Source: an optimization exercise on an open RTL-to-GDS flow (aim: small area). Production flows keep margins and buffers that such runs may drop.
In this exercise RTL edits were held to simulation tests only and were not proved equivalent to the original.
No driver is modelled on the clock port, so clocking that relies on it looks cheaper here than on a real chip.

Setup of west:
## froge_core
module froge_core (
    input  logic       clk,
    input  logic       rst,           
    input  logic       frame,         
    input  logic [7:0] keycode,
    output logic [9:0] frog_x,
    output logic [9:0] frog_y,
    output logic [2:0] frog_dir,
    output logic       unpaused,
    output logic [7:0] lives,
    output logic [4:0] pads,
    output logic       dead,
    output logic       win,
    output logic [7:0] log_x
);
    logic [9:0] fx;           
    logic [5:0] fy;           
    logic       mxp, mxn;     
    logic       mlp, mln;     
    logic       myu, myd;     
    wire        cidle;        
    logic [3:0] cnt;          
    logic [2:0] dir;
    assign cidle = ~dir[2];
    logic       unp, mres, lk0;
    logic       rl, ll;       
    logic [4:0] padr;
    logic [2:0] dc;           
    logic       hit;          
    logic       srow, brow, vrow;    
    logic [2:0] grow;                
    logic [6:0] wrw;                 
    wire r6  = fy == 6'd6,  r9  = fy == 6'd9,  r12 = fy == 6'd12, r15 = fy == 6'd15;
    wire r18 = fy == 6'd18, r21 = fy == 6'd21, r33 = fy == 6'd33, r36 = fy == 6'd36;
    wire r39 = fy == 6'd39, r42 = fy == 6'd42, r45 = fy == 6'd45, r48 = fy == 6'd48;
  ...
Size in the first run: ~850 cells after synthesis, about 58 I/O pins, ~6100 um2 of cells after synthesis.
==> flow/config.mk <==
export PLATFORM = sky130hd
export DESIGN_NAME = froge_core
export DESIGN_NICKNAME = froge_core
export VERILOG_FILES = /design/flow/design.v
export SDC_FILE = /design/flow/constraint.sdc
export NUM_CORES = 4
export LEC_CHECK = 0
export ABC_AREA = 1
export CAP_MARGIN = 20
export CORE_MARGIN = 2
export CORE_UTILIZATION = 65
export SLEW_MARGIN = 20
==> flow/constraint.sdc <==
create_clock -name core_clock -period 20.0 [get_ports {clk}]
set_input_delay 4.0000 -clock core_clock [delete_from_list [all_inputs] [get_ports {clk}]]
set_output_delay 4.0000 -clock core_clock [all_outputs]
set_load 0.01 [all_outputs]
standard.sh (not shown) runs the stock make flow with config.mk's settings and CLKGATE_MAP_FILE= SYNTH_SCRIPT=/design/flow/synth_recipe.tcl, a recipe that flattens the netlist after the stock synthesis.
==> flow/flow/run.sh <==
#!/bin/bash
# Layout flow: the standard synthesis; then the combinational logic is
# re-mapped for area by ABC with four random seeds in parallel (flip-flops and
# their names untouched), each result proven equal to the standard netlist with
# yosys equiv, and the smallest proven one kept; then the standard layout
# with single-drive port buffers and a clock tree of small buffers, the ones
# that drive many flip-flops made stronger after clock tree synthesis.
set -uo pipefail
export RESDIR=$PWD/orfs/results/sky130hd/froge_core/base
export BUFFER_PORTS_ARGS="-buffer_cell sky130_fd_sc_hd__buf_1"
export POST_CTS_TCL=$PWD/flow/clkfix.tcl
export CTS_ARGS="-repair_clock_nets -dont_use_dummy_load -buf_list sky130_fd_sc_hd__clkbuf_4"
bash standard.sh synth > synth.log 2>&1 || exit 1
cp "$RESDIR/1_2_yosys.v" "$RESDIR/1_2_yosys_std.v"
for S in 1 2 3 4; do
  mkdir -p resyn$S
  sed "s/SEED/$S/" flow/resyn.abc > resyn$S/resyn.abc
  RESYN_OUT=$PWD/resyn$S yosys -c flow/resyn.tcl > resyn$S/resyn.log 2>&1 &
done
wait
best=""; bestarea=""
for S in 1 2 3 4; do
  if [ -f resyn$S/1_2_yosys_new.v ] && RESYN_OUT=$PWD/resyn$S yosys -c flow/equiv.tcl > resyn$S/equiv.log 2>&1; then
    a=$(awk '/Chip area/ {print $NF}' resyn$S/stat.txt | tail -1)
    if [ -z "$best" ] || awk -v a="$a" -v b="$bestarea" 'BEGIN{exit !(a < b)}'; then best=$S; bestarea=$a; fi
  fi
done
if [ -n "$best" ]; then
  cp resyn$best/1_2_yosys_new.v "$RESDIR/1_2_yosys.v"
  rm -f "$RESDIR/1_synth.odb" "$RESDIR/1_synth.sdc"
  echo "re-mapped netlist of seed $best in use, area $bestarea" > resyn.log
else
  echo "no re-mapped netlist proven; standard netlist in use" > resyn.log
fi
bash standard.sh > standard.log 2>&1
==> flow/flow/clkfix.tcl <==
set block [ord::get_db_block]
set n_up 0
foreach inst [$block getInsts] {
  if {[[$inst getMaster] getName] ne "sky130_fd_sc_hd__clkbuf_4"} { continue }
  foreach it [$inst getITerms] {
    if {![$it isOutputSignal]} { continue }
    set net [$it getNet]
    if {$net eq "NULL" || [$net getSigType] ne "CLOCK"} { continue }
    set fanout [expr {[llength [$net getITerms]] - 1}]
    if {$fanout > 9} {
      replace_cell [$inst getName] sky130_fd_sc_hd__clkbuf_8
      incr n_up
      puts "clkfix: [$inst getName] drives $fanout sinks, now clkbuf_8"
    }
  }
}
puts "clkfix: $n_up clock buffers upsized"
if {$n_up > 0} {
  detailed_placement
  check_placement -verbose
}
==> flow/flow/resyn.abc <==
strash
&get -n
&deepsyn -T 150 -S SEED
&put
dch -f
amap
mfs2
amap
topo
Other scripts of this flow, unchanged in this note and not shown: flow/flow/equiv.tcl, flow/flow/resyn.tcl
west reached the final stage; the timing, design-rule and antenna checks on its layout passed.
Input-level comparison between middle and west:
diff --git a/flow/flow/run.sh b/flow/flow/run.sh
--- a/flow/flow/run.sh
+++ b/flow/flow/run.sh
@@ -4,11 +4,9 @@
 # their names untouched), each result proven equal to the standard netlist with
 # yosys equiv, and the smallest proven one kept; then the standard layout
-# with single-drive port buffers and a clock tree of small buffers, the ones
-# that drive many flip-flops made stronger after clock tree synthesis.
+# with single-drive port buffers and a clock tree of small buffers.
 set -uo pipefail
 export RESDIR=$PWD/orfs/results/sky130hd/froge_core/base
 export BUFFER_PORTS_ARGS="-buffer_cell sky130_fd_sc_hd__buf_1"
-export POST_CTS_TCL=$PWD/flow/clkfix.tcl
-export CTS_ARGS="-repair_clock_nets -dont_use_dummy_load -buf_list sky130_fd_sc_hd__clkbuf_4"
+export CTS_ARGS="-sink_clustering_enable -repair_clock_nets -dont_use_dummy_load -buf_list sky130_fd_sc_hd__clkbuf_8 -sink_clustering_size 16 -sink_clustering_max_diameter 50"
 bash standard.sh synth > synth.log 2>&1 || exit 1
 cp "$RESDIR/1_2_yosys.v" "$RESDIR/1_2_yosys_std.v"
==> flow/flow/resyn.abc <==
strash
&get -n
&deepsyn -T 60 -S SEED
&put
dch -f
amap
mfs2
amap
topo
removed: flow/flow/clkfix.tcl
==> results.txt <==
Compared middle against west; per-instance average area after synthesis within noise. Summary of middle over west: routed wire length increased 260 um; maximum fanout along the worst path decreased 1; area enclosed by the die boundary increased about 0.8%. west → middle: pre-CTS worst setup slack higher; area of all placed cells without fillers higher; insertion delay to the later sink of the worst-skew pair roughly the same.

Setup of run a:
Starting RTL as in the previous note.
==> flow/config.mk <==
export PLATFORM = sky130hd
export DESIGN_NAME = froge_core
export DESIGN_NICKNAME = froge_core
export VERILOG_FILES = /design/flow/design.v
export SDC_FILE = /design/flow/constraint.sdc
export NUM_CORES = 4
export LEC_CHECK = 0
export ABC_AREA = 1
export CAP_MARGIN = 20
export CORE_MARGIN = 2
export CORE_UTILIZATION = 65
export SLEW_MARGIN = 20
==> flow/constraint.sdc <==
create_clock -name core_clock -period 20.0 [get_ports {clk}]
set_input_delay 4.0000 -clock core_clock [delete_from_list [all_inputs] [get_ports {clk}]]
set_output_delay 4.0000 -clock core_clock [all_outputs]
set_load 0.01 [all_outputs]
==> flow/flow/run.sh <==
#!/bin/bash
# Layout flow: the standard synthesis; then the combinational logic is
# re-mapped for area by ABC with four random seeds in parallel (flip-flops and
# their names untouched), each result proven equal to the standard netlist with
# yosys equiv, and the smallest proven one kept; then the standard layout
# with single-drive port buffers and a clock tree of small buffers, the ones
# that drive many flip-flops made stronger after clock tree synthesis.
set -uo pipefail
export RESDIR=$PWD/orfs/results/sky130hd/froge_core/base
export BUFFER_PORTS_ARGS="-buffer_cell sky130_fd_sc_hd__buf_1"
export POST_CTS_TCL=$PWD/flow/clkfix.tcl
export CTS_ARGS="-repair_clock_nets -dont_use_dummy_load -buf_list sky130_fd_sc_hd__clkbuf_4"
bash standard.sh synth > synth.log 2>&1 || exit 1
cp "$RESDIR/1_2_yosys.v" "$RESDIR/1_2_yosys_std.v"
for S in 1 2 3 4; do
  mkdir -p resyn$S
  sed "s/SEED/$S/" flow/resyn.abc > resyn$S/resyn.abc
  RESYN_OUT=$PWD/resyn$S yosys -c flow/resyn.tcl > resyn$S/resyn.log 2>&1 &
done
wait
best=""; bestarea=""
for S in 1 2 3 4; do
  if [ -f resyn$S/1_2_yosys_new.v ] && RESYN_OUT=$PWD/resyn$S yosys -c flow/equiv.tcl > resyn$S/equiv.log 2>&1; then
    a=$(awk '/Chip area/ {print $NF}' resyn$S/stat.txt | tail -1)
    if [ -z "$best" ] || awk -v a="$a" -v b="$bestarea" 'BEGIN{exit !(a < b)}'; then best=$S; bestarea=$a; fi
  fi
done
if [ -n "$best" ]; then
  cp resyn$best/1_2_yosys_new.v "$RESDIR/1_2_yosys.v"
  rm -f "$RESDIR/1_synth.odb" "$RESDIR/1_synth.sdc"
  echo "re-mapped netlist of seed $best in use, area $bestarea" > resyn.log
else
  echo "no re-mapped netlist proven; standard netlist in use" > resyn.log
fi
bash standard.sh > standard.log 2>&1
Other scripts of this flow, unchanged in this note and not shown: flow/flow/clkfix.tcl, flow/flow/equiv.tcl, flow/flow/resyn.abc, flow/flow/resyn.tcl
Run a completed end to end with timing, DRC and antenna clean.
Input changes introduced in run b (baseline for comparison: run a):
- SLEW_MARGIN now 0, was 20
- CAP_MARGIN now 0, was 20
--- outcome ---
Compared with run a, run b shows a higher detailed-routing wirelength on met1.
On non-clock buffer area fraction after layout, run b and run a are neck and neck.
On final design area excluding fillers, run b and run a are basically level.
Setup WNS run a -> run b: worse
Diff run b and run a: delay of the slowest critical-path stage higher in run b
Changes observed in run b relative to run a: worst hold margin saw an increase, routed wire length saw a decrease, sequential share of layout area saw little to no change, utilization saw little to no change, clock skew saw little to no change.

## separate check: timing with driven ports
The flow's constraints put no driver on any port. The routed layouts listed below were extracted and timed again, unchanged, in two steps. Step 1 (the two cells are an assumption about what drives the block):
set clk [get_ports {clk}]
set_driving_cell -lib_cell sky130_fd_sc_hd__clkbuf_16 $clk
set_driving_cell -lib_cell sky130_fd_sc_hd__buf_2 [delete_from_list [all_inputs] $clk]
Step 2, shift: input delay + t, output delay - t, t = (earliest + latest rising clock arrival at the registers) / 2. This alone moves slack from input paths to output paths. Three values: ideal, step 1, step 2; two values: the first two.
run | t (ns) | slack for setup (ns) | slew at the worst register clock pin (ns) | worst data-port slew with drivers (ns)
west | 0.452 | 8.722 / 8.722 / 8.722 | 0.09 / 0.09 | 0.03
middle | 0.460 | 9.590 / 9.590 / 9.590 | 0.08 / 0.08 | 0.03
run a | 0.444 | 9.568 / 9.568 / 9.568 | 0.11 / 0.11 | 0.03
run b | 0.445 | 9.461 / 9.461 / 9.461 | 0.10 / 0.10 | 0.03
After both steps every run listed still meets setup and hold.
